This is an optimization exercise on Yosys and OpenROAD, whose aim is small area and a short achievable clock period, not a production implementation.
No run shown here included a check of the RTL's function; only the layout flow was run.

### flow/config.mk
export PLATFORM = sky130hd
export DESIGN_NAME = elidon_core
export DESIGN_NICKNAME = elidon_core
export VERILOG_FILES = /design/flow/design.v
export SDC_FILE = /design/flow/constraint.sdc
export NUM_CORES = 4
export LEC_CHECK = 0
export CAP_MARGIN = 20
export CORE_MARGIN = 2
export CORE_UTILIZATION = 40
export SLEW_MARGIN = 20
### flow/constraint.sdc
create_clock -name core_clock -period 32.0 [get_ports {clock}]
set_input_delay 6.4000 -clock core_clock [delete_from_list [all_inputs] [get_ports {clock}]]
set_output_delay 6.4000 -clock core_clock [all_outputs]
set_load 0.01 [all_outputs]
### flow/design.v
module elidon_core(
  input         clock,
  input         reset,
  output [15:0] imem_addr,
  input  [15:0] imem_rdata,
  output [15:0] dmem_addr,
  output        dmem_read,
  output        dmem_write,
  output [15:0] dmem_wdata,
  input  [15:0] dmem_rdata
);
  reg  [15:0] pcReg;
  reg  [15:0] f_ins;
  reg  [255:0] rf;
  reg  [15:0] d_ins;
  reg  [15:0] d_rs1;
  reg  [15:0] d_rs2;
  reg  [15:0] d_tgt;
  reg  [7:0] d_rem;
  reg  [7:0] d_qhi;
  reg  [7:0] d_alo;
  reg  [15:0] d_ub;
  reg         d_sa;
  reg         d_sb;
  reg  [17:0] d_t3;
  reg  [15:0] e_res;
  reg         e_neg;
  reg         e_inc;
  reg  [15:0] e_rdsv;
  reg         e_wb;
  reg         e_st;
  reg         e_ld;
  reg  [15:0] m_wv;
  wire [3:0]  op = d_ins[15:12];
  wire        op_c = op == 4'hc;
  wire        op_d = op == 4'hd;
  wire        op_e = op == 4'he;
  wire        op_f = op == 4'hf;
  wire        rs1_zero = d_rs1 == 16'h0;
  wire        br_en = op_d | op_e | op_f | (op_c & rs1_zero);
  wire [15:0] br_pc = (op_d | op_e) ? d_rs1 : d_tgt;
  assign imem_addr = br_en ? br_pc : pcReg + 16'h2;
  always @(posedge clock) begin
    if (reset) pcReg <= 16'hfffe;
    else pcReg <= imem_addr;
    f_ins <= imem_rdata;
  end
  wire [3:0]  f_op = f_ins[15:12];
  wire [3:0]  ra = f_op[3] ? f_ins[7:4] : f_ins[11:8];
  wire [3:0]  rb = f_ins[3:0];
  wire [15:0] rA = rf[ra*16 +: 16];
  wire [15:0] rB = rf[rb*16 +: 16];
  wire [15:0] wb_data = e_ld ? dmem_rdata : m_wv;
  wire [3:0]  wb_addr = e_rdsv[3:0];
  wire        wb_en = e_ld | e_wb;
  wire [15:0] wb_d = reset ? 16'h0 : wb_data;
  genvar gi;
  generate
    for (gi = 0; gi < 16; gi = gi + 1) begin : g_rf
      always @(posedge clock) begin
        if (reset | (wb_en & (wb_addr == gi))) rf[gi*16 +: 16] <= wb_d;
      end
    end
  endgenerate
  wire [15:0] f_off = (f_op == 4'hc) ? {{8{f_ins[7]}}, f_ins[7:0]} :
                      (f_op == 4'he) ? 16'h2 : {{4{f_ins[11]}}, f_ins[11:0]};
  wire        sa = rA[15];
  wire        sb = rB[15];
  wire [15:0] ua1 = rA ^ {16{sa}};
  wire [15:0] nb = rB ^ {16{sb}};
  wire [15:0] ub = nb + {15'h0, sb};
  wire [17:0] t3 = {2'b0, ub} + {1'b0, ub, 1'b0};
  wire [1:0] r0_x = ua1[15:14];
  wire [3:0] r0_a1 = {1'b0, r0_x, 1'b1} + {1'b0, ~nb[1:0], ~sb};
  wire [2:0] r0_s1 = {~r0_a1[3], r0_a1[2:1]};
  wire r0_g1 = (nb[15:2] == 14'h0) & ~r0_s1[2];
  wire [2:0] r0_a2 = {1'b0, r0_x[1:1], 1'b1} + {1'b0, ~nb[0:0], ~sb};
  wire [1:0] r0_s2 = {~r0_a2[2], r0_a2[1:1]};
  wire r0_g2 = (nb[15:1] == 15'h0) & ~r0_s2[1];
  wire [2:0] r0_s3 = {1'b0, r0_x} - {1'b0, t3[1:0]};
  wire r0_g3 = (sb ? (nb < 16'd1) : (nb <= 16'd1)) & ~r0_s3[2];
  wire [1:0] r0_q = {r0_g2, r0_g3 | (r0_g1 & ~r0_g2)};
  wire [1:0] r0_r = r0_g3 ? r0_s3[1:0] : r0_g2 ? {r0_s2[0:0], r0_x[0]} :
                       r0_g1 ? r0_s1[1:0] : r0_x;
  wire [1:0] r0_ro = r0_r[1:0];
  wire [3:0] r1_x = {r0_ro[1:0], ua1[13:12]};
  wire [5:0] r1_a1 = {1'b0, r1_x, 1'b1} + {1'b0, ~nb[3:0], ~sb};
  wire [4:0] r1_s1 = {~r1_a1[5], r1_a1[4:1]};
  wire r1_g1 = (nb[15:4] == 12'h0) & ~r1_s1[4];
  wire [4:0] r1_a2 = {1'b0, r1_x[3:1], 1'b1} + {1'b0, ~nb[2:0], ~sb};
  wire [3:0] r1_s2 = {~r1_a2[4], r1_a2[3:1]};
  wire r1_g2 = (nb[15:3] == 13'h0) & ~r1_s2[3];
  wire [4:0] r1_s3 = {1'b0, r1_x} - {1'b0, t3[3:0]};
  wire r1_g3 = (sb ? (nb < 16'd5) : (nb <= 16'd5)) & ~r1_s3[4];
  wire [1:0] r1_q = {r1_g2, r1_g3 | (r1_g1 & ~r1_g2)};
  wire [3:0] r1_r = r1_g3 ? r1_s3[3:0] : r1_g2 ? {r1_s2[2:0], r1_x[0]} :
                       r1_g1 ? r1_s1[3:0] : r1_x;
  wire [3:0] r1_ro = r1_r[3:0];
  wire [5:0] r2_x = {r1_ro[3:0], ua1[11:10]};
  wire [7:0] r2_a1 = {1'b0, r2_x, 1'b1} + {1'b0, ~nb[5:0], ~sb};
  wire [6:0] r2_s1 = {~r2_a1[7], r2_a1[6:1]};
  wire r2_g1 = (nb[15:6] == 10'h0) & ~r2_s1[6];
  wire [6:0] r2_a2 = {1'b0, r2_x[5:1], 1'b1} + {1'b0, ~nb[4:0], ~sb};
  wire [5:0] r2_s2 = {~r2_a2[6], r2_a2[5:1]};
  wire r2_g2 = (nb[15:5] == 11'h0) & ~r2_s2[5];
  wire [6:0] r2_s3 = {1'b0, r2_x} - {1'b0, t3[5:0]};
  wire r2_g3 = (sb ? (nb < 16'd21) : (nb <= 16'd21)) & ~r2_s3[6];
  wire [1:0] r2_q = {r2_g2, r2_g3 | (r2_g1 & ~r2_g2)};
  wire [5:0] r2_r = r2_g3 ? r2_s3[5:0] : r2_g2 ? {r2_s2[4:0], r2_x[0]} :
                       r2_g1 ? r2_s1[5:0] : r2_x;
  wire [5:0] r2_ro = r2_r[5:0];
  wire [7:0] r3_x = {r2_ro[5:0], ua1[9:8]};
  wire [9:0] r3_a1 = {1'b0, r3_x, 1'b1} + {1'b0, ~nb[7:0], ~sb};
  wire [8:0] r3_s1 = {~r3_a1[9], r3_a1[8:1]};
  wire r3_g1 = (nb[15:8] == 8'h0) & ~r3_s1[8];
  wire [8:0] r3_a2 = {1'b0, r3_x[7:1], 1'b1} + {1'b0, ~nb[6:0], ~sb};
  wire [7:0] r3_s2 = {~r3_a2[8], r3_a2[7:1]};
  wire r3_g2 = (nb[15:7] == 9'h0) & ~r3_s2[7];
  wire [8:0] r3_s3 = {1'b0, r3_x} - {1'b0, t3[7:0]};
  wire r3_g3 = (sb ? (nb < 16'd85) : (nb <= 16'd85)) & ~r3_s3[8];
  wire [1:0] r3_q = {r3_g2, r3_g3 | (r3_g1 & ~r3_g2)};
  wire [7:0] r3_r = r3_g3 ? r3_s3[7:0] : r3_g2 ? {r3_s2[6:0], r3_x[0]} :
                       r3_g1 ? r3_s1[7:0] : r3_x;
  wire [7:0] r3_ro = r3_r[7:0];
  always @(posedge clock) begin
    d_ins <= f_ins;
    d_rs1 <= rA;
    d_rs2 <= rB;
    d_tgt <= pcReg + f_off;
    d_rem <= r3_ro;
    d_qhi <= {r0_q, r1_q, r2_q, r3_q};
    d_alo <= ua1[7:0];
    d_ub  <= ub;
    d_sa  <= sa;
    d_sb  <= sb;
    d_t3  <= t3;
  end
  wire [9:0] r4_x = {d_rem[7:0], d_alo[7:6]};
  wire [10:0] r4_s1 = {1'b0, r4_x[9:0]} - {1'b0, d_ub[9:0]};
  wire r4_g1 = (d_ub[15:10] == 6'h0) & ~r4_s1[10];
  wire [9:0] r4_s2 = {1'b0, r4_x[9:1]} - {1'b0, d_ub[8:0]};
  wire r4_g2 = (d_ub[15:9] == 7'h0) & ~r4_s2[9];
  wire [10:0] r4_s3 = {1'b0, r4_x} - {1'b0, d_t3[9:0]};
  wire r4_g3 = (d_t3[17:10] == 8'h0) & ~r4_s3[10];
  wire [1:0] r4_q = {r4_g2, r4_g3 | (r4_g1 & ~r4_g2)};
  wire [9:0] r4_r = r4_g3 ? r4_s3[9:0] : r4_g2 ? {r4_s2[8:0], r4_x[0]} :
                       r4_g1 ? r4_s1[9:0] : r4_x;
  wire [9:0] r4_ro = r4_r[9:0];
  wire [11:0] r5_x = {r4_ro[9:0], d_alo[5:4]};
  wire [12:0] r5_s1 = {1'b0, r5_x[11:0]} - {1'b0, d_ub[11:0]};
  wire r5_g1 = (d_ub[15:12] == 4'h0) & ~r5_s1[12];
  wire [11:0] r5_s2 = {1'b0, r5_x[11:1]} - {1'b0, d_ub[10:0]};
  wire r5_g2 = (d_ub[15:11] == 5'h0) & ~r5_s2[11];
  wire [12:0] r5_s3 = {1'b0, r5_x} - {1'b0, d_t3[11:0]};
  wire r5_g3 = (d_t3[17:12] == 6'h0) & ~r5_s3[12];
  wire [1:0] r5_q = {r5_g2, r5_g3 | (r5_g1 & ~r5_g2)};
  wire [11:0] r5_r = r5_g3 ? r5_s3[11:0] : r5_g2 ? {r5_s2[10:0], r5_x[0]} :
                       r5_g1 ? r5_s1[11:0] : r5_x;
  wire [11:0] r5_ro = r5_r[11:0];
  wire [13:0] r6_x = {r5_ro[11:0], d_alo[3:2]};
  wire [14:0] r6_s1 = {1'b0, r6_x[13:0]} - {1'b0, d_ub[13:0]};
  wire r6_g1 = (d_ub[15:14] == 2'h0) & ~r6_s1[14];
  wire [13:0] r6_s2 = {1'b0, r6_x[13:1]} - {1'b0, d_ub[12:0]};
  wire r6_g2 = (d_ub[15:13] == 3'h0) & ~r6_s2[13];
  wire [14:0] r6_s3 = {1'b0, r6_x} - {1'b0, d_t3[13:0]};
  wire r6_g3 = (d_t3[17:14] == 4'h0) & ~r6_s3[14];
  wire [1:0] r6_q = {r6_g2, r6_g3 | (r6_g1 & ~r6_g2)};
  wire [13:0] r6_r = r6_g3 ? r6_s3[13:0] : r6_g2 ? {r6_s2[12:0], r6_x[0]} :
                       r6_g1 ? r6_s1[13:0] : r6_x;
  wire [13:0] r6_ro = r6_r[13:0];
  wire [15:0] r7_x = {r6_ro[13:0], d_alo[1:0]};
  wire [16:0] r7_s1 = {1'b0, r7_x[15:0]} - {1'b0, d_ub[15:0]};
  wire r7_g1 = 1'b1 & ~r7_s1[16];
  wire [15:0] r7_s2 = {1'b0, r7_x[15:1]} - {1'b0, d_ub[14:0]};
  wire r7_g2 = (d_ub[15:15] == 1'h0) & ~r7_s2[15];
  wire [16:0] r7_s3 = {1'b0, r7_x} - {1'b0, d_t3[15:0]};
  wire r7_g3 = (d_t3[17:16] == 2'h0) & ~r7_s3[16];
  wire [1:0] r7_q = {r7_g2, r7_g3 | (r7_g1 & ~r7_g2)};
  wire [15:0] r7_r = r7_g3 ? r7_s3[15:0] : r7_g2 ? {r7_s2[14:0], r7_x[0]} :
                       r7_g1 ? r7_s1[15:0] : r7_x;
  wire [14:0] r7_ro = r7_r[14:0];
  wire [15:0] quo = {d_qhi, r4_q, r5_q, r6_q, r7_q};
  wire [15:0] bm1 = d_ub - 16'h1;
  wire        q_fix = d_sa & (r7_ro == bm1[14:0]);
  wire        b_zero = d_rs2 == 16'h0;
  wire        is_div = op == 4'h6;
  wire        use_sub = (op == 4'h3) | (op == 4'h5);
  wire [15:0] add_b = use_sub ? ~d_rs2 :
                      (op[3] ? {12'h0, d_ins[3:0]} : d_rs2);
  wire [15:0] added = d_rs1 + add_b + {15'h0, use_sub};
  wire        slt = (d_rs1[15] ^ d_rs2[15]) ? d_rs1[15] : added[15];
  wire [15:0] nrs2 = 16'h0 - d_rs2;
  wire        sh_right = d_rs2[15];
  wire [3:0]  sh_amt = sh_right ? nrs2[3:0] : d_rs2[3:0];
  wire        sh_big = sh_right ? (nrs2[15:4] != 12'h0) : (d_rs2[15:4] != 12'h0);
  wire [15:0] sh_in;
  wire [15:0] sh_l = sh_in << sh_amt;
  wire [15:0] sh_out;
  generate
    for (gi = 0; gi < 16; gi = gi + 1) begin : g_rev
      assign sh_in[gi] = sh_right ? d_rs1[15-gi] : d_rs1[gi];
      assign sh_out[gi] = sh_big ? 1'b0 : (sh_right ? sh_l[15-gi] : sh_l[gi]);
    end
  endgenerate
  wire [16:0] mb = {d_rs2, 1'b0};
  reg  [15:0] pp [0:7];
  reg  [7:0]  pneg;
  integer i;
  always @(*) begin
    for (i = 0; i < 8; i = i + 1) begin : g_booth
      reg b0, b1, b2;
      reg [15:0] s;
      b0 = mb[2*i]; b1 = mb[2*i+1]; b2 = mb[2*i+2];
      s = (b1 ^ b0) ? d_rs1 :
          ((b2 & ~b1 & ~b0) | (~b2 & b1 & b0)) ? {d_rs1[14:0], 1'b0} : 16'h0;
      pneg[i] = b2 & ~(b1 & b0);
      pp[i] = (pneg[i] ? ~s : s) << (2*i);
    end
  end
  wire [15:0] mul = pp[0] + pp[1] + pp[2] + pp[3] + pp[4] + pp[5] + pp[6] + pp[7] +
    {1'b0, pneg[7], 1'b0, pneg[6], 1'b0, pneg[5], 1'b0, pneg[4],
     1'b0, pneg[3], 1'b0, pneg[2], 1'b0, pneg[1], 1'b0, pneg[0]};
  reg [15:0] alu;
  always @(*) begin
    case (op)
      4'h0: alu = d_rs1 & d_rs2;
      4'h1: alu = ~(d_rs1 | d_rs2);
      4'h2: alu = added;
      4'h3: alu = added;
      4'h4: alu = sh_out;
      4'h5: alu = {15'h0, slt};
      4'h6: alu = b_zero ? 16'h0 : quo;
      4'h7: alu = mul;
      4'h8: alu = added;
      4'h9: alu = added;
      4'ha: alu = {d_ins[7:0], d_rs1[7:0]};
      4'hb: alu = {d_rs1[15:8], d_ins[7:0]};
      4'hd: alu = 16'h0;
      default: alu = d_tgt;
    endcase
  end
  always @(posedge clock) begin
    if (reset) begin
      e_res  <= 16'h0;
      e_neg  <= 1'b0;
      e_inc  <= 1'b0;
      e_rdsv <= 16'h0;
      e_wb   <= 1'b0;
      e_st   <= 1'b0;
      e_ld   <= 1'b0;
    end else begin
      e_res  <= alu;
      e_neg  <= is_div & ~b_zero & (d_sa ^ d_sb);
      e_inc  <= is_div & ~b_zero & (d_sa ^ d_sb ^ q_fix);
      e_rdsv <= (op == 4'h9) ? d_rs1 : {12'h0, d_ins[11:8]};
      e_wb   <= ~((op == 4'h9) | op_f | op_d | op_c);
      e_st   <= op == 4'h9;
      e_ld   <= op == 4'h8;
    end
  end
  assign dmem_addr  = (e_res ^ {16{e_neg}}) + {15'h0, e_inc};
  assign dmem_read  = e_ld;
  assign dmem_write = e_st;
  assign dmem_wdata = e_rdsv;
  always @(posedge clock) begin
    m_wv <= e_rdsv;
  end
endmodule
### flow/flow/run.sh
#!/bin/bash
set -euo pipefail
cd "$(dirname "$0")/.."
bash standard.sh SETUP_SLACK_MARGIN=20 finish > standard_flow.log 2>&1
### flow/standard.sh
#!/bin/bash
# synth_recipe.tcl (not shown) runs the flow's synth.tcl, then flattens the netlist and writes it again
# the make line also repeats each setting of config.mk as NAME=value (left out here)
make -C /OpenROAD-flow-scripts/flow DESIGN_CONFIG=/design/flow/config.mk WORK_HOME=/design/flow/orfs CLKGATE_MAP_FILE= SYNTH_SCRIPT=/design/flow/synth_recipe.tcl "${@:-finish}"
==> results of run 1 <==
per-layer routing:
layer	global-route usage, %	vias up	part of all wire (%)
li1	-	15400	-
met3	3.16	260	6.7
met2	43.4	1358	47
met4	9.98	2	4.0
met5	0	-	0.011
met1	35.0	16000	43
cells by family after synthesis:
| group | after synthesis | synth area share, % |
|---|---|---|
| buffers and inverters | 402 | 4.15 |
| and+or+nand+nor | 1199 | 14.9 |
| muxes | 220 | 8.72 |
| xor gates and xnor gates | 381 | 8.73 |
| AOI/OAI and AO/OA | 1102 | 19.5 |
| DFF | 462 | 30.9 |
| adders and majority gates | 367 | 13.1 |
cells in the mapped netlist (all sizes together), types with 10 or more instances:
cell type,instances
inv,192
o2111ai,14
a221o,22
buf,34
a21boi,12
nand2,379
mux4,87
o211ai,30
xnor2,279
edfxtp,256
mux2i,115
clkbuf,175
nand2b,44
a311oi,27
and3,48
a221oi,38
o41ai,10
nand4,22
nor2,272
or3,30
a21oi,260
nor2b,37
a31oi,36
xor2,102
nor3,97
a31o,11
o21a,68
a21o,81
o21ai,189
a211oi,37
a22oi,71
and2,25
ha,308
dfxtp,206
nand3,131
fa,58
o31ai,36
nor4,27
o22ai,13
o21bai,49
or2,36
mux2,18
a211o,10
worst register-to-register path, delay by kind of cell, from the launching register on:
family                     cells  cell delay, ps
AOI/OAI and AO/OA             23            5900
muxes                          1             360
DFF                            1             500
and+or+nand+nor                8            2210
buffers and inverters          3             530
adders and majority gates      5            1800
per-stage QoR:
step | hold slack [ps] | cell area, µm² | setup WS [ps]
floorplan | 322 | 38200 | 20590
global placement | 332 | 40600 | 18470
detailed placement | 340 | 40600 | 18070
CTS | 350 | 42500 | 20020
global route | 358 | 42900 | 19960
finish | 350 | 42900 | 20610
worst min-delay path by stage:
stage / startpoint / to / slack, ps / cells after the start
global route: f_ins[12] / d_ins[12] / 360 / 0
finish: f_ins[14] / d_ins[14] / 350 / 0
global placement: f_ins[12] / d_ins[12] / 330 / 0
CTS: f_ins[14] / d_ins[14] / 350 / 0
detailed placement: e_rdsv[7] / m_wv[7] / 340 / 0
floorplan: f_ins[12] / d_ins[12] / 320 / 0
flip-flops by register name (all words and copies together) (netlist names), 8 cells and up:
signal,flops
d_ins,16
d_tgt,16
rf,256
d_ub,15
d_qhi,8
d_rs2,16
d_alo,8
d_rem,8
f_ins,16
m_wv,16
d_rs1,16
d_t3,18
pcReg,16
e_rdsv,16
e_res,16
final cells by class:
cell class	instances	area (µm²)
multi-input cells	3269	25400
well taps	1265	1580
repair buffers	185	1620
fillers	9101	52000
clock inverters	22	294
clock buffers	73	1460
diodes	1	2.50
flip-flops and latches	462	11800
inverters	193	744
timing repair:
item	in CTS	in global routing
setup endpoints to repair	4	12
resized for setup	40	55
pin swaps	0	4
endpoints found under the hold margin	0	0
buffers inserted	3	14
==> results.toml, run 1 <==
[logic_synthesis]
netlist_top_cells_area = "sky130_fd_sc_hd__edfxtp_1 20%, sky130_fd_sc_hd__dfxtp_1 11%, sky130_fd_sc_hd__ha_1 10%, sky130_fd_sc_hd__xnor2_1 6.4%, sky130_fd_sc_hd__mux4_2 4.8%"
synth-edff-count = 256
synth_top_cell_area_share_pct = 20.1
postSynthCellCount = 4133
synth.lib_cells_used.distinct = 88
synth-main-ff-cell = "sky130_fd_sc_hd__edfxtp_1"
synth_async_sr_flop_share_pct = 0
synthesized_area_divided_by_synthesized_cell_count_um2 = 9.25
syn-num-nets = 4533
synth-seq-cells = 462
ys_seq_area_share_pct = 30.9
yosysWarnings = 2
synth_area_um2 = 38200
synth_top_area_cell = "sky130_fd_sc_hd__edfxtp_1"

[setup_path]
worst_ep_arrival_time_ps = 11880
timing.reg2reg.setup_slack_ps = 20610
critPathRequiredTime_ps = 32500
cp_max_fo = 17
worst-r2r-cell-count = 40
cp_slowest_cell = "sky130_fd_sc_hd__or3b_2"
capturing_instance_or_port_of_the_critical_path = "e_inc"
setup.worst_path.start = "d_t3[0]"
crit_path_buffers_inverters = 3
slowest_delay_ps = 510
cpMostUsedCell = "sky130_fd_sc_hd__ha_1"
reg2reg_to = "e_inc"
worst_r2r_startpoint = "d_t3[0]"
worst_setup_path_start_kind = "register"
end_kind = "register"
number_of_stages_on_the_worst_setup_path = 40
crit_type = "reg2reg"
critical-path-top-delay-family = "compound AO/OA/AOI/OAI gates"

[die]
fp.dieArea_um2 = 98100
initial_core_utilization_pct = 40.3
die_y_um = 313
boundary_pin_count = 84
chipWidth_um = 313
placeableCoreArea_um2 = 94900
fp-row-count = 113

[min_path]
worstHoldPathType = "reg2reg"

[timing]
period_needed_ps = 11390
timing.fmax_mhz = 87.8
clock-skew-final_ps = 50.4
max_slew_violation_count = 0
worstMarginPinSlew_ps = 1080
rsz0062_at_grt = "true"
period_share_pct = 35.6
timing.final.setup_violations = 0
final_hold_vio_count = 0
timing.setup.tns_ps = 0
max-slew-margin-rel_pct = 27.7

[detailed_routing]
routed_wl_um = 132000
ant_nets = 0
drt-vias-per-instance = 6.03
first_pass_iters = 7
detailroute.via_count = 33000
route.detailed.drc = 0
drt_first_iter_violations = 3443
post_dr_wirelength_cell_um = 24.2

[global_route]
grt_pass1_vias = 31300
grt_start_max_net_pins = 69
antenna_found_initial = 1
overall_fraction_of_global_route_tracks_in_use_pct = 26.2
grt_pass1_wl_um = 198000
grt_overflow = 0

[finish]
synthToLayoutAreaGrowth_pct = 12.1
fin_util_pct = 45.2
commonest_non_fill_non_tap_cell_in_the_layout = "sky130_fd_sc_hd__nand2_1"
highest_count_cells_in_the_layout_ignoring_fill_and_taps = "376 x sky130_fd_sc_hd__nand2_1, 308 x sky130_fd_sc_hd__ha_1, 278 x sky130_fd_sc_hd__xnor2_1"
drive_gt1_share_pct = 10.3
stdcell_count = 5470
layout.nets = 4562

[clocking]
cts.sinks = 462
cts_root_buffer = "sky130_fd_sc_hd__clkbuf_16"
post_cts_hold_buffer_count = 0
cts_made_buffers = 51
clk-insertion-delay-late_ps = 630
tritoncts_clock_tree = "done"
clock_tree.htree_level_count = 2
cts_max_path_buffers = 3
clk_pin_slew_ps = 80

[placed_design]
placed_cells = 5355
detailed_place_hpwl_um = 97400
globalplace.congestion = 0.996
port-buffer-count = 83

[job]
total_of_max_cap_violations = 0

[run_status]
outcome = "timing/DRC/antenna clean"
==> run 2, diff against run 1 <==
--- a/flow/design.v
+++ b/flow/design.v
@@ -16,9 +16,9 @@
   reg  [15:0] d_rs1;
   reg  [15:0] d_rs2;
   reg  [15:0] d_tgt;
-  reg  [7:0] d_rem;
-  reg  [7:0] d_qhi;
-  reg  [7:0] d_alo;
+  reg  [5:0] d_rem;
+  reg  [5:0] d_qhi;
+  reg  [9:0] d_alo;
   reg  [15:0] d_ub;
   reg         d_sa;
   reg         d_sb;
@@ -66,76 +66,68 @@
                       (f_op == 4'he) ? 16'h2 : {{4{f_ins[11]}}, f_ins[11:0]};
   wire        sa = rA[15];
   wire        sb = rB[15];
-  wire [15:0] ua1 = rA ^ {16{sa}};
+  wire [15:0] ua1 = sa ? 16'h0 - rA : rA;
   wire [15:0] nb = rB ^ {16{sb}};
   wire [15:0] ub = nb + {15'h0, sb};
   wire [17:0] t3 = {2'b0, ub} + {1'b0, ub, 1'b0};
   wire [1:0] r0_x = ua1[15:14];
-  wire [3:0] r0_a1 = {1'b0, r0_x, 1'b1} + {1'b0, ~nb[1:0], ~sb};
-  wire [2:0] r0_s1 = {~r0_a1[3], r0_a1[2:1]};
-  wire r0_g1 = (nb[15:2] == 14'h0) & ~r0_s1[2];
-  wire [2:0] r0_a2 = {1'b0, r0_x[1:1], 1'b1} + {1'b0, ~nb[0:0], ~sb};
-  wire [1:0] r0_s2 = {~r0_a2[2], r0_a2[1:1]};
-  wire r0_g2 = (nb[15:1] == 15'h0) & ~r0_s2[1];
+  wire [2:0] r0_s1 = {1'b0, r0_x[1:0]} - {1'b0, ub[1:0]};
+  wire r0_g1 = (ub[15:2] == 14'h0) & ~r0_s1[2];
+  wire [1:0] r0_s2 = {1'b0, r0_x[1:1]} - {1'b0, ub[0:0]};
+  wire r0_g2 = (ub[15:1] == 15'h0) & ~r0_s2[1];
   wire [2:0] r0_s3 = {1'b0, r0_x} - {1'b0, t3[1:0]};
-  wire r0_g3 = (sb ? (nb < 16'd1) : (nb <= 16'd1)) & ~r0_s3[2];
+  wire r0_g3 = (t3[17:2] == 16'h0) & ~r0_s3[2];
   wire [1:0] r0_q = {r0_g2, r0_g3 | (r0_g1 & ~r0_g2)};
   wire [1:0] r0_r = r0_g3 ? r0_s3[1:0] : r0_g2 ? {r0_s2[0:0], r0_x[0]} :
                        r0_g1 ? r0_s1[1:0] : r0_x;
   wire [1:0] r0_ro = r0_r[1:0];
   wire [3:0] r1_x = {r0_ro[1:0], ua1[13:12]};
-  wire [5:0] r1_a1 = {1'b0, r1_x, 1'b1} + {1'b0, ~nb[3:0], ~sb};
-  wire [4:0] r1_s1 = {~r1_a1[5], r1_a1[4:1]};
-  wire r1_g1 = (nb[15:4] == 12'h0) & ~r1_s1[4];
-  wire [4:0] r1_a2 = {1'b0, r1_x[3:1], 1'b1} + {1'b0, ~nb[2:0], ~sb};
-  wire [3:0] r1_s2 = {~r1_a2[4], r1_a2[3:1]};
-  wire r1_g2 = (nb[15:3] == 13'h0) & ~r1_s2[3];
+  wire [4:0] r1_s1 = {1'b0, r1_x[3:0]} - {1'b0, ub[3:0]};
+  wire r1_g1 = (ub[15:4] == 12'h0) & ~r1_s1[4];
+  wire [3:0] r1_s2 = {1'b0, r1_x[3:1]} - {1'b0, ub[2:0]};
+  wire r1_g2 = (ub[15:3] == 13'h0) & ~r1_s2[3];
   wire [4:0] r1_s3 = {1'b0, r1_x} - {1'b0, t3[3:0]};
-  wire r1_g3 = (sb ? (nb < 16'd5) : (nb <= 16'd5)) & ~r1_s3[4];
+  wire r1_g3 = (t3[17:4] == 14'h0) & ~r1_s3[4];
   wire [1:0] r1_q = {r1_g2, r1_g3 | (r1_g1 & ~r1_g2)};
   wire [3:0] r1_r = r1_g3 ? r1_s3[3:0] : r1_g2 ? {r1_s2[2:0], r1_x[0]} :
                        r1_g1 ? r1_s1[3:0] : r1_x;
   wire [3:0] r1_ro = r1_r[3:0];
   wire [5:0] r2_x = {r1_ro[3:0], ua1[11:10]};
-  wire [7:0] r2_a1 = {1'b0, r2_x, 1'b1} + {1'b0, ~nb[5:0], ~sb};
-  wire [6:0] r2_s1 = {~r2_a1[7], r2_a1[6:1]};
-  wire r2_g1 = (nb[15:6] == 10'h0) & ~r2_s1[6];
-  wire [6:0] r2_a2 = {1'b0, r2_x[5:1], 1'b1} + {1'b0, ~nb[4:0], ~sb};
-  wire [5:0] r2_s2 = {~r2_a2[6], r2_a2[5:1]};
-  wire r2_g2 = (nb[15:5] == 11'h0) & ~r2_s2[5];
+  wire [6:0] r2_s1 = {1'b0, r2_x[5:0]} - {1'b0, ub[5:0]};
+  wire r2_g1 = (ub[15:6] == 10'h0) & ~r2_s1[6];
+  wire [5:0] r2_s2 = {1'b0, r2_x[5:1]} - {1'b0, ub[4:0]};
+  wire r2_g2 = (ub[15:5] == 11'h0) & ~r2_s2[5];
   wire [6:0] r2_s3 = {1'b0, r2_x} - {1'b0, t3[5:0]};
-  wire r2_g3 = (sb ? (nb < 16'd21) : (nb <= 16'd21)) & ~r2_s3[6];
+  wire r2_g3 = (t3[17:6] == 12'h0) & ~r2_s3[6];
   wire [1:0] r2_q = {r2_g2, r2_g3 | (r2_g1 & ~r2_g2)};
   wire [5:0] r2_r = r2_g3 ? r2_s3[5:0] : r2_g2 ? {r2_s2[4:0], r2_x[0]} :
                        r2_g1 ? r2_s1[5:0] : r2_x;
   wire [5:0] r2_ro = r2_r[5:0];
-  wire [7:0] r3_x = {r2_ro[5:0], ua1[9:8]};
-  wire [9:0] r3_a1 = {1'b0, r3_x, 1'b1} + {1'b0, ~nb[7:0], ~sb};
-  wire [8:0] r3_s1 = {~r3_a1[9], r3_a1[8:1]};
-  wire r3_g1 = (nb[15:8] == 8'h0) & ~r3_s1[8];
-  wire [8:0] r3_a2 = {1'b0, r3_x[7:1], 1'b1} + {1'b0, ~nb[6:0], ~sb};
-  wire [7:0] r3_s2 = {~r3_a2[8], r3_a2[7:1]};
-  wire r3_g2 = (nb[15:7] == 9'h0) & ~r3_s2[7];
-  wire [8:0] r3_s3 = {1'b0, r3_x} - {1'b0, t3[7:0]};
-  wire r3_g3 = (sb ? (nb < 16'd85) : (nb <= 16'd85)) & ~r3_s3[8];
+  always @(posedge clock) begin
+    d_ins <= f_ins;
+    d_rs1 <= rA;
+    d_rs2 <= rB;
+    d_tgt <= pcReg + f_off;
+    d_rem <= r2_ro;
+    d_qhi <= {r0_q, r1_q, r2_q};
+    d_alo <= ua1[9:0];
+    d_ub  <= ub;
+    d_sa  <= sa;
+    d_sb  <= sb;
+    d_t3  <= t3;
+  end
+  wire [7:0] r3_x = {d_rem[5:0], d_alo[9:8]};
+  wire [8:0] r3_s1 = {1'b0, r3_x[7:0]} - {1'b0, d_ub[7:0]};
+  wire r3_g1 = (d_ub[15:8] == 8'h0) & ~r3_s1[8];
+  wire [7:0] r3_s2 = {1'b0, r3_x[7:1]} - {1'b0, d_ub[6:0]};
+  wire r3_g2 = (d_ub[15:7] == 9'h0) & ~r3_s2[7];
+  wire [8:0] r3_s3 = {1'b0, r3_x} - {1'b0, d_t3[7:0]};
+  wire r3_g3 = (d_t3[17:8] == 10'h0) & ~r3_s3[8];
   wire [1:0] r3_q = {r3_g2, r3_g3 | (r3_g1 & ~r3_g2)};
   wire [7:0] r3_r = r3_g3 ? r3_s3[7:0] : r3_g2 ? {r3_s2[6:0], r3_x[0]} :
                        r3_g1 ? r3_s1[7:0] : r3_x;
   wire [7:0] r3_ro = r3_r[7:0];
-  always @(posedge clock) begin
-    d_ins <= f_ins;
-    d_rs1 <= rA;
-    d_rs2 <= rB;
-    d_tgt <= pcReg + f_off;
-    d_rem <= r3_ro;
-    d_qhi <= {r0_q, r1_q, r2_q, r3_q};
-    d_alo <= ua1[7:0];
-    d_ub  <= ub;
-    d_sa  <= sa;
-    d_sb  <= sb;
-    d_t3  <= t3;
-  end
-  wire [9:0] r4_x = {d_rem[7:0], d_alo[7:6]};
+  wire [9:0] r4_x = {r3_ro[7:0], d_alo[7:6]};
   wire [10:0] r4_s1 = {1'b0, r4_x[9:0]} - {1'b0, d_ub[9:0]};
   wire r4_g1 = (d_ub[15:10] == 6'h0) & ~r4_s1[10];
   wire [9:0] r4_s2 = {1'b0, r4_x[9:1]} - {1'b0, d_ub[8:0]};
@@ -179,9 +171,9 @@
   wire [15:0] r7_r = r7_g3 ? r7_s3[15:0] : r7_g2 ? {r7_s2[14:0], r7_x[0]} :
                        r7_g1 ? r7_s1[15:0] : r7_x;
   wire [14:0] r7_ro = r7_r[14:0];
-  wire [15:0] quo = {d_qhi, r4_q, r5_q, r6_q, r7_q};
+  wire [15:0] quo = {d_qhi, r3_q, r4_q, r5_q, r6_q, r7_q};
   wire [15:0] bm1 = d_ub - 16'h1;
-  wire        q_fix = d_sa & (r7_ro == bm1[14:0]);
+  wire        q_fix = 1'b0;
   wire        b_zero = d_rs2 == 16'h0;
   wire        is_div = op == 4'h6;
   wire        use_sub = (op == 4'h3) | (op == 4'h5);
==> results.toml, run 2 <==
[clocking]
clock_tree.htree_level_count = 2
cts.sinks = 458
cts_root_buffer = "sky130_fd_sc_hd__clkbuf_16"
cts_max_path_buffers = 3
clk-insertion-delay-late_ps = 640
cts_made_buffers = 50
tritoncts_clock_tree = "done"
post_cts_hold_buffer_count = 0
clk_pin_slew_ps = 60

[setup_path]
worst-r2r-cell-count = 55
setup.worst_path.start = "d_t3[0]"
worst_ep_arrival_time_ps = 12000
cp_max_fo = 14
critical-path-top-delay-family = "compound AO/OA/AOI/OAI gates"
end_kind = "register"
worst_r2r_startpoint = "d_t3[0]"
slowest_delay_ps = 420
crit_type = "reg2reg"
critPathRequiredTime_ps = 32480
cp_slowest_cell = "sky130_fd_sc_hd__a2111o_1"
crit_path_buffers_inverters = 5
cpMostUsedCell = "sky130_fd_sc_hd__a21o_1"
number_of_stages_on_the_worst_setup_path = 55
timing.reg2reg.setup_slack_ps = 20470
worst_setup_path_start_kind = "register"
capturing_instance_or_port_of_the_critical_path = "e_res[0]"
reg2reg_to = "e_res[0]"

[die]
fp-row-count = 109
fp.dieArea_um2 = 91500
initial_core_utilization_pct = 40.3
die_y_um = 303
placeableCoreArea_um2 = 88400
boundary_pin_count = 84
chipWidth_um = 303

[logic_synthesis]
synth-main-ff-cell = "sky130_fd_sc_hd__edfxtp_1"
netlist_top_cells_area = "sky130_fd_sc_hd__edfxtp_1 22%, sky130_fd_sc_hd__dfxtp_1 11%, sky130_fd_sc_hd__ha_1 11%, sky130_fd_sc_hd__mux4_2 7.3%, sky130_fd_sc_hd__xnor2_1 5.3%"
synth_top_cell_area_share_pct = 21.6
synthesized_area_divided_by_synthesized_cell_count_um2 = 10.0
synth_area_um2 = 35700
most_instantiated_library_cell_after_synthesis = "sky130_fd_sc_hd__ha_1"
postSynthCellCount = 3565
syn-num-nets = 3977
synth-seq-cells = 458
synth-edff-count = 256
ys_seq_area_share_pct = 32.9
synth_async_sr_flop_share_pct = 0
synth_top_area_cell = "sky130_fd_sc_hd__edfxtp_1"
yosysWarnings = 2
yosys-top-cells-count = "315 x sky130_fd_sc_hd__ha_1, 256 x sky130_fd_sc_hd__edfxtp_1, 239 x sky130_fd_sc_hd__nand2_1"
synth.lib_cells_used.distinct = 97

[timing]
final_hold_vio_count = 0
timing.fmax_mhz = 86.7
timing.setup.tns_ps = 0
period_needed_ps = 11530
rsz0062_at_grt = "true"
worstMarginPinSlew_ps = 1160
timing.hold.ws_ps = 355
period_share_pct = 36.0
timing.final.setup_violations = 0
clock-skew-final_ps = 55.0
max-slew-margin-rel_pct = 22.2
max_slew_violation_count = 0

[detailed_routing]
post_dr_wirelength_cell_um = 24.2
routed_wl_um = 118000
drt-vias-per-instance = 5.97
detailroute.via_count = 29100
drt_first_iter_violations = 3002
ant_nets = 0
first_pass_iters = 6
route.detailed.drc = 0

[finish]
synthToLayoutAreaGrowth_pct = 13.5
highest_count_cells_in_the_layout_ignoring_fill_and_taps = "313 x sky130_fd_sc_hd__ha_1, 256 x sky130_fd_sc_hd__edfxtp_1, 236 x sky130_fd_sc_hd__nand2_1"
commonest_non_fill_non_tap_cell_in_the_layout = "sky130_fd_sc_hd__ha_1"
stdcell_count = 4863
drive_gt1_share_pct = 13.1
largest_register_ff_count = 256
largest-register = "rf"
layout.nets = 4066
layout_top_registers = "rf (256), d_t3 (18)"

[placed_design]
globalplace.congestion = 0.941
detailed_place_hpwl_um = 84700
port-buffer-count = 83
placed_cells = 4717

[global_route]
antenna_found_initial = 3
grt_start_max_net_pins = 67
grt_pass1_vias = 28000
grt_pass1_wl_um = 175000
grt_overflow = 0
overall_fraction_of_global_route_tracks_in_use_pct = 25.2

[job]
total_of_max_cap_violations = 0

[min_path]
worstHoldPathType = "reg2reg"

[run_status]
outcome = "timing/DRC/antenna clean"
-- run 2: cell types whose count changed in the layout (fill, tap and decap cells not counted), moves of 23 or more --
cell,previous run,this run
sky130_fd_sc_hd__nor3_1,94,52
sky130_fd_sc_hd__nand2_1,376,236
sky130_fd_sc_hd__and3_1,48,19
sky130_fd_sc_hd__nor2_1,264,223
sky130_fd_sc_hd__mux4_2,82,116
sky130_fd_sc_hd__nand3_1,129,70
sky130_fd_sc_hd__a21oi_1,257,199
sky130_fd_sc_hd__inv_1,187,210
sky130_fd_sc_hd__mux2i_1,111,142
sky130_fd_sc_hd__o21a_1,66,17
sky130_fd_sc_hd__o21ai_0,174,140
sky130_fd_sc_hd__xnor2_1,278,214
-- run 2: cell families after synthesis --
group                      share of synthesized area [%]
AOI/OAI and AO/OA                                   17.0
adders and majority gates                           14.6
DFF                                                 32.9
and+or+nand+nor                                     11.3
buffers and inverters                               4.34
xor gates and xnor gates                            7.79
muxes                                               12.0
-- run 2: worst min-delay path by stage --
stage                   start         to  slack (ps)  cells after the start
floorplan           f_ins[12]  d_ins[12]         320                      0
global placement    e_rdsv[7]    m_wv[7]         340                      0
detailed placement  e_rdsv[9]    m_wv[9]         340                      0
CTS                 e_rdsv[9]    m_wv[9]         360                      0
global route        e_rdsv[7]    m_wv[7]         370                      0
finish              e_rdsv[7]    m_wv[7]         350                      0
-- run 2: repair_timing --
action / 4_1_cts / 5_1_grt
gates resized for setup: 55 / 82
setup buffers: 16 / 31
gates cloned: 2 / 1
pin swaps: 11 / 33
endpoints found under the setup margin: 7 / 9
-- run 2: area by class of cell --
cell class / instances / area [µm²]
Clock inverter: 28 / 342
Multi-Input combinational cell: 2728 / 23000
Tap cell: 1165 / 1460
Inverter: 220 / 841
Clock buffer: 66 / 1380
Sequential cell: 458 / 11700
Timing Repair Buffer: 196 / 1720
Antenna cell: 2 / 5.00
Fill cell: 8331 / 47900
-- run 2: metal layers --
metal / vias up / global-route usage, % / share of wire, %
li1: 13400 / - / -
met1: 14100 / 34.2 / 42
met2: 1359 / 40.2 / 45
met3: 240 / 4.98 / 9.0
met4: 0 / 8.39 / 3.6
met5: - / 0 / 0
-- run 2: stage by stage --
step,cell area (µm²),utilization [%],setup WS [ps]
CTS,39900,45.1,19890
finish,40500,45.8,20470
global route,40500,45.8,19870
detailed placement,37800,42.8,18050
global placement,37800,42.8,18370
floorplan,35700,-,20040
==> run 3, diff against run 2 <==
==> flow/flow/run.sh (replaced) <==
#!/bin/bash
set -euo pipefail
cd "$(dirname "$0")/.."
bash standard.sh SETUP_SLACK_MARGIN=24 finish > standard_flow.log 2>&1
==> results.toml, run 3 <==
[setup_path]
cp_max_fo = 9
critPathRequiredTime_ps = 32430
worst_ep_arrival_time_ps = 11370
worst_r2r_startpoint = "d_ub[7]"
end_kind = "register"
crit_type = "reg2reg"
worst_setup_path_start_kind = "register"
slowest_delay_ps = 510
cp_slowest_cell = "sky130_fd_sc_hd__ha_1"
reg2reg_to = "e_res[2]"
setup.worst_path.start = "d_ub[7]"
cpMostUsedCell = "sky130_fd_sc_hd__buf_6"
timing.reg2reg.setup_slack_ps = 21060
worst-r2r-cell-count = 58
capturing_instance_or_port_of_the_critical_path = "e_res[2]"

[finish]
drive_gt1_share_pct = 26.0
largest_register_ff_count = 256
highest_count_cells_in_the_layout_ignoring_fill_and_taps = "282 x sky130_fd_sc_hd__ha_1, 256 x sky130_fd_sc_hd__edfxtp_1, 246 x sky130_fd_sc_hd__buf_4"
layout_top_registers = "rf (256), d_t3 (18)"
synthToLayoutAreaGrowth_pct = 26.5
layout.nets = 4312
largest-register = "rf"
num_antenna_cells = 0
commonest_non_fill_non_tap_cell_in_the_layout = "sky130_fd_sc_hd__ha_1"

[detailed_routing]
first_pass_iters = 6
routed_wl_um = 127000
post_dr_wirelength_cell_um = 24.9
route.detailed.drc = 0
drt_first_iter_violations = 2977
detailroute.via_count = 30400
drt-vias-per-instance = 5.95
ant_nets = 0

[die]
fp-row-count = 109
boundary_pin_count = 84
initial_core_utilization_pct = 40.3
placeableCoreArea_um2 = 88400
die_y_um = 303
fp.dieArea_um2 = 91500
chipWidth_um = 303

[clocking]
cts_max_path_buffers = 3
tritoncts_clock_tree = "done"
cts_root_buffer = "sky130_fd_sc_hd__clkbuf_16"
clock_tree.htree_level_count = 2
cts.sinks = 458
cts_made_buffers = 48
clk-insertion-delay-late_ps = 620
clk_pin_slew_ps = 70

[global_route]
grt_pass1_wl_um = 187000
antenna_found_initial = 1
grt_start_max_net_pins = 74
grt_pass1_vias = 29700
grt_overflow = 0
overall_fraction_of_global_route_tracks_in_use_pct = 26.9

[logic_synthesis]
synth-seq-cells = 458
synth.lib_cells_used.distinct = 97
syn-num-nets = 3977
synth_top_cell_area_share_pct = 21.6
synth_area_um2 = 35700
netlist_top_cells_area = "sky130_fd_sc_hd__edfxtp_1 22%, sky130_fd_sc_hd__dfxtp_1 11%, sky130_fd_sc_hd__ha_1 11%, sky130_fd_sc_hd__mux4_2 7.3%, sky130_fd_sc_hd__xnor2_1 5.3%"
postSynthCellCount = 3565
synth-main-ff-cell = "sky130_fd_sc_hd__edfxtp_1"
synth_top_area_cell = "sky130_fd_sc_hd__edfxtp_1"
yosys-top-cells-count = "315 x sky130_fd_sc_hd__ha_1, 256 x sky130_fd_sc_hd__edfxtp_1, 239 x sky130_fd_sc_hd__nand2_1"
most_instantiated_library_cell_after_synthesis = "sky130_fd_sc_hd__ha_1"
ys_seq_area_share_pct = 32.9
synth-edff-count = 256
synth_async_sr_flop_share_pct = 0
synthesized_area_divided_by_synthesized_cell_count_um2 = 10.0
yosysWarnings = 2

[timing]
timing.setup.tns_ps = 0
max_slew_violation_count = 0
max-slew-margin-rel_pct = 20.9
clock-skew-final_ps = 39.8
period_needed_ps = 10940
timing.fmax_mhz = 91.4
final_hold_vio_count = 0
period_share_pct = 34.2
timing.final.setup_violations = 0
worstMarginPinSlew_ps = 1180
timing.hold.ws_ps = 353
rsz0062_at_grt = "true"
setup_slack_ps = 21060

[min_path]
worstHoldPathType = "reg2reg"
hold_path_startpoint = "e_rdsv[6]"
hold_path_depth = 0

[placed_design]
dpl_worst_slack_ps = 19190
port-buffer-count = 83
detailed_place_hpwl_um = 85200
globalplace.congestion = 0.956

[job]
total_of_max_cap_violations = 0

[run_status]
outcome = "timing/DRC/antenna clean"
-- run 3: cell counts after synthesis --
Identical to the previous run, type by type.
-- run 3: timing repair --
| action | 4_1_cts | 5_1_grt |
|---|---|---|
| buffers inserted | 214 | 74 |
| pin swaps | 138 | 106 |
| gates cloned | 15 | 0 |
| endpoints found under the setup margin | 53 | 53 |
| hold buffers | 0 | 0 |
| resized for setup | 501 | 184 |
-- run 3: stage by stage --
step,instance area [µm²],cells,utilization [%]
6_report,45100,5105,51.0
5_1_grt,45100,5105,51.0
4_1_cts,43600,5030,49.4
3_5_place_dp,38200,4711,43.3
3_3_place_gp,38200,4711,43.3
2_1_floorplan,36300,3565,-
-- run 3: critical path, delay by kind of cell, from the launching register on --
family / cells / cell delay, ps
AND/OR/NAND/NOR: 11 / 1420
buffers and inverters: 23 / 2740
adder cells (fa/ha/maj): 4 / 1350
flip-flops: 1 / 370
multiplexers: 1 / 330
AO/OA/AOI/OAI: 19 / 4460
-- run 3: kinds of logic (layout without fill, tap and decap cells) --
kind of cell | after synthesis | in the layout | synth area share (%)
AOI/OAI and AO/OA | 908 | 908 | 17.0
xor gates and xnor gates | 317 | 317 | 7.79
adders and majority gates | 379 | 379 | 14.6
buffers and inverters | 381 | 756 | 4.34
DFF | 458 | 458 | 32.9
muxes | 279 | 279 | 12.0
and+or+nand+nor | 843 | 843 | 11.3
-- run 3: how the worst min path moves through the flow --
stage | end | slack, ps
6_report | m_wv[6] | 350
5_1_grt | m_wv[15] | 370
4_1_cts | m_wv[6] | 360
3_5_place_dp | m_wv[8] | 340
3_3_place_gp | m_wv[6] | 340
2_1_floorplan | d_ins[12] | 320
-- run 3: area by class of cell --
class | instances | area, µm²
clock inverter | 22 | 226
timing repair buffer | 446 | 4400
clock buffer | 68 | 1400
multi-input combinational | 2726 | 24900
fill | 7845 | 43300
sequential | 458 | 11800
inverter | 220 | 877
tap | 1165 | 1460
-- run 3: routing by layer --
layer / up-vias / track usage [%] / part of all wire [%] / routed length (µm)
met1: 14800 / 36.3 / 42 / 53000
met2: 1379 / 43.2 / 46 / 58000
met3: 286 / 5.25 / 8.5 / 10800
li1: 13900 / - / - / -
met5: - / 0 / 0.013 / 16
met4: 2 / 9.54 / 3.9 / 5000
==> run 4, diff against run 3 <==
==> flow/flow/run.sh (replaced) <==
#!/bin/bash
set -euo pipefail
cd "$(dirname "$0")/.."
bash standard.sh SETUP_SLACK_MARGIN=22 finish > standard_flow.log 2>&1
==> results.toml, run 4 <==
[timing]
timing.setup.tns_ps = 0
period_share_pct = 33.6
worstMarginPinSlew_ps = 1110
period_needed_ps = 10760
final_hold_vio_count = 0
setup_slack_ps = 21240
timing.hold.ws_ps = 338
max_slew_violation_count = 0
max-slew-margin-rel_pct = 26.2
timing.final.setup_violations = 0
timing.fmax_mhz = 92.9
rsz0062_at_grt = "true"
clock-skew-final_ps = 70.8

[logic_synthesis]
synth-main-ff-cell = "sky130_fd_sc_hd__edfxtp_1"
synth_top_cell_area_share_pct = 21.6
yosysWarnings = 2
synthesized_area_divided_by_synthesized_cell_count_um2 = 10.0
synth_area_um2 = 35700
yosys-top-cells-count = "315 x sky130_fd_sc_hd__ha_1, 256 x sky130_fd_sc_hd__edfxtp_1, 239 x sky130_fd_sc_hd__nand2_1"
synth_top_area_cell = "sky130_fd_sc_hd__edfxtp_1"
postSynthCellCount = 3565
synth-seq-cells = 458
syn-num-nets = 3977
synth-edff-count = 256
most_instantiated_library_cell_after_synthesis = "sky130_fd_sc_hd__ha_1"
synth_async_sr_flop_share_pct = 0
ys_seq_area_share_pct = 32.9
netlist_top_cells_area = "sky130_fd_sc_hd__edfxtp_1 22%, sky130_fd_sc_hd__dfxtp_1 11%, sky130_fd_sc_hd__ha_1 11%, sky130_fd_sc_hd__mux4_2 7.3%, sky130_fd_sc_hd__xnor2_1 5.3%"
synth.lib_cells_used.distinct = 97

[detailed_routing]
routed_wl_um = 121000
route.detailed.drc = 0
post_dr_wirelength_cell_um = 24.2
drt-vias-per-instance = 5.98
detailroute.via_count = 29700
first_pass_iters = 6
ant_nets = 0
drt_first_iter_violations = 2958

[die]
boundary_pin_count = 84
chipWidth_um = 303
initial_core_utilization_pct = 40.3
fp.dieArea_um2 = 91500
fp-row-count = 109
die_y_um = 303
placeableCoreArea_um2 = 88400

[setup_path]
cpMostUsedCell = "sky130_fd_sc_hd__buf_4"
worst_ep_arrival_time_ps = 11240
worst-r2r-cell-count = 59
reg2reg_to = "e_res[0]"
timing.reg2reg.setup_slack_ps = 21240
critPathRequiredTime_ps = 32480
cp_slowest_cell = "sky130_fd_sc_hd__a311o_1"
cp_max_fo = 7
end_kind = "register"
slowest_delay_ps = 370
worst_r2r_startpoint = "d_ub[1]"
crit_type = "reg2reg"
worst_setup_path_start_kind = "register"

[global_route]
overall_fraction_of_global_route_tracks_in_use_pct = 25.5
antenna_found_initial = 6
grt_start_max_net_pins = 56
grt_overflow = 0
grt_pass1_vias = 28400
grt_pass1_wl_um = 177000

[job]
total_of_max_cap_violations = 0

[min_path]
worst_hold_path.endpoint = "m_wv[15]"
worstHoldPathType = "reg2reg"
hold_path_startpoint = "e_rdsv[15]"
hold_path_depth = 0

[finish]
highest_count_cells_in_the_layout_ignoring_fill_and_taps = "291 x sky130_fd_sc_hd__ha_1, 256 x sky130_fd_sc_hd__edfxtp_1, 231 x sky130_fd_sc_hd__nand2_1"
post-route-cell-area_um2 = 42600
commonest_non_fill_non_tap_cell_in_the_layout = "sky130_fd_sc_hd__ha_1"
fin_util_pct = 48.2
layout.nets = 4180
num_antenna_cells = 0
drive_gt1_share_pct = 19.3
largest-register = "rf"
stdcell_count = 4973
synthToLayoutAreaGrowth_pct = 19.4
largest_register_ff_count = 256
layout_top_registers = "rf (256), d_t3 (18)"

[clocking]
cts_made_buffers = 49
cts_root_buffer = "sky130_fd_sc_hd__clkbuf_16"
cts.sinks = 458
clock_tree.htree_level_count = 2
tritoncts_clock_tree = "done"
clk_pin_slew_ps = 60
clk-insertion-delay-late_ps = 640
post_cts_hold_buffer_count = 0
cts_max_path_buffers = 3

[placed_design]
placed_cells = 4715
dpl_worst_slack_ps = 19120
globalplace.congestion = 0.963
detailed_place_hpwl_um = 84600
port-buffer-count = 83
place_area_um2 = 37900

[run_status]
outcome = "timing/DRC/antenna clean"
## run 4: cell counts after synthesis
No cell type changed its count.
## run 4: area by class of cell
class                           instances  area (µm²)
Sequential cell                       458       11800
Multi-Input combinational cell       2727       24100
Clock inverter                         25         348
Clock buffer                           66        1330
Timing Repair Buffer                  312        2760
Inverter                              220         856
Tap cell                             1165        1460
Fill cell                            8142       45800
## run 4: worst max-delay path by stage
stage / end / depth (start not counted) / from / slack, ps
global placement: e_res[0] / 47 / d_ub[1] / 19230
detailed placement: e_res[0] / 44 / d_ub[13] / 19120
CTS: e_res[0] / 55 / d_t3[0] / 21430
global route: e_res[0] / 57 / d_alo[8] / 20810
finish: e_res[0] / 59 / d_ub[1] / 21240
floorplan: e_res[0] / 58 / d_ub[1] / 21320
## run 4: kinds of logic after synthesis
logic type | Yosys count | share of synthesized area [%]
AOI/OAI and AO/OA | 908 | 17.0
and+or+nand+nor | 843 | 11.3
DFF | 458 | 32.9
buffers and inverters | 381 | 4.34
adders and majority gates | 379 | 14.6
xor gates and xnor gates | 317 | 7.79
muxes | 279 | 12.0
## run 4: critical path: cells and delay by family (launching register included)
kind                     cells  cell delay (ps)
AO/OA/AOI/OAI               32             6030
buffers and inverters       12             1440
adder cells (fa/ha/maj)      5             1390
AND/OR/NAND/NOR              8              950
flip-flops                   1              330
multiplexers                 1              330
XOR/XNOR                     1              160
## run 4: layer usage
layer  vias up  GRT usage, %  share of wire [%]
met2      1317          41.5                 46
li1      13600             -                  -
met1     14500          34.2                 42
met3       267          4.74                8.5
met4         4          8.03                3.5
met5         -             0              0.017
## run 4: timing repair
action | CTS | global route
gates cloned | 1 | 2
gates resized for setup | 188 | 141
setup buffers | 103 | 59
pin swaps | 66 | 78
endpoints found under the setup margin | 14 | 11

afterwards: timing with drivers on the ports:
Ports are ideal in the flow. The routed layouts listed here were re-timed in OpenROAD. Step 1 sets driving cells, clkbuf_16 on the clock port and buf_2 on the other inputs (assumed; they add their load-dependent delay and slew). Step 2 adds t to the input delays and takes it off the output delays; t is the mean of the earliest and latest rising clock arrival at the registers after step 1. Input paths then give back, and output paths get back, about the clock's delay inside the block. Three values: no drivers, after step 1, after step 2; two values: the first two.
run	t, ns	setup WS [ns]	slew at the worst register clock pin (ns)	worst slew at a driven data input, ns
run 1	0.665	20.614 / 20.614 / 20.614	0.08 / 0.08	0.05
run 2	0.677	20.472 / 20.472 / 20.472	0.07 / 0.07	0.06
run 3	0.665	21.060 / 21.060 / 21.060	0.08 / 0.08	0.06
run 4	0.670	21.235 / 21.235 / 21.235	0.07 / 0.07	0.05
After both steps every run listed still meets setup and hold.
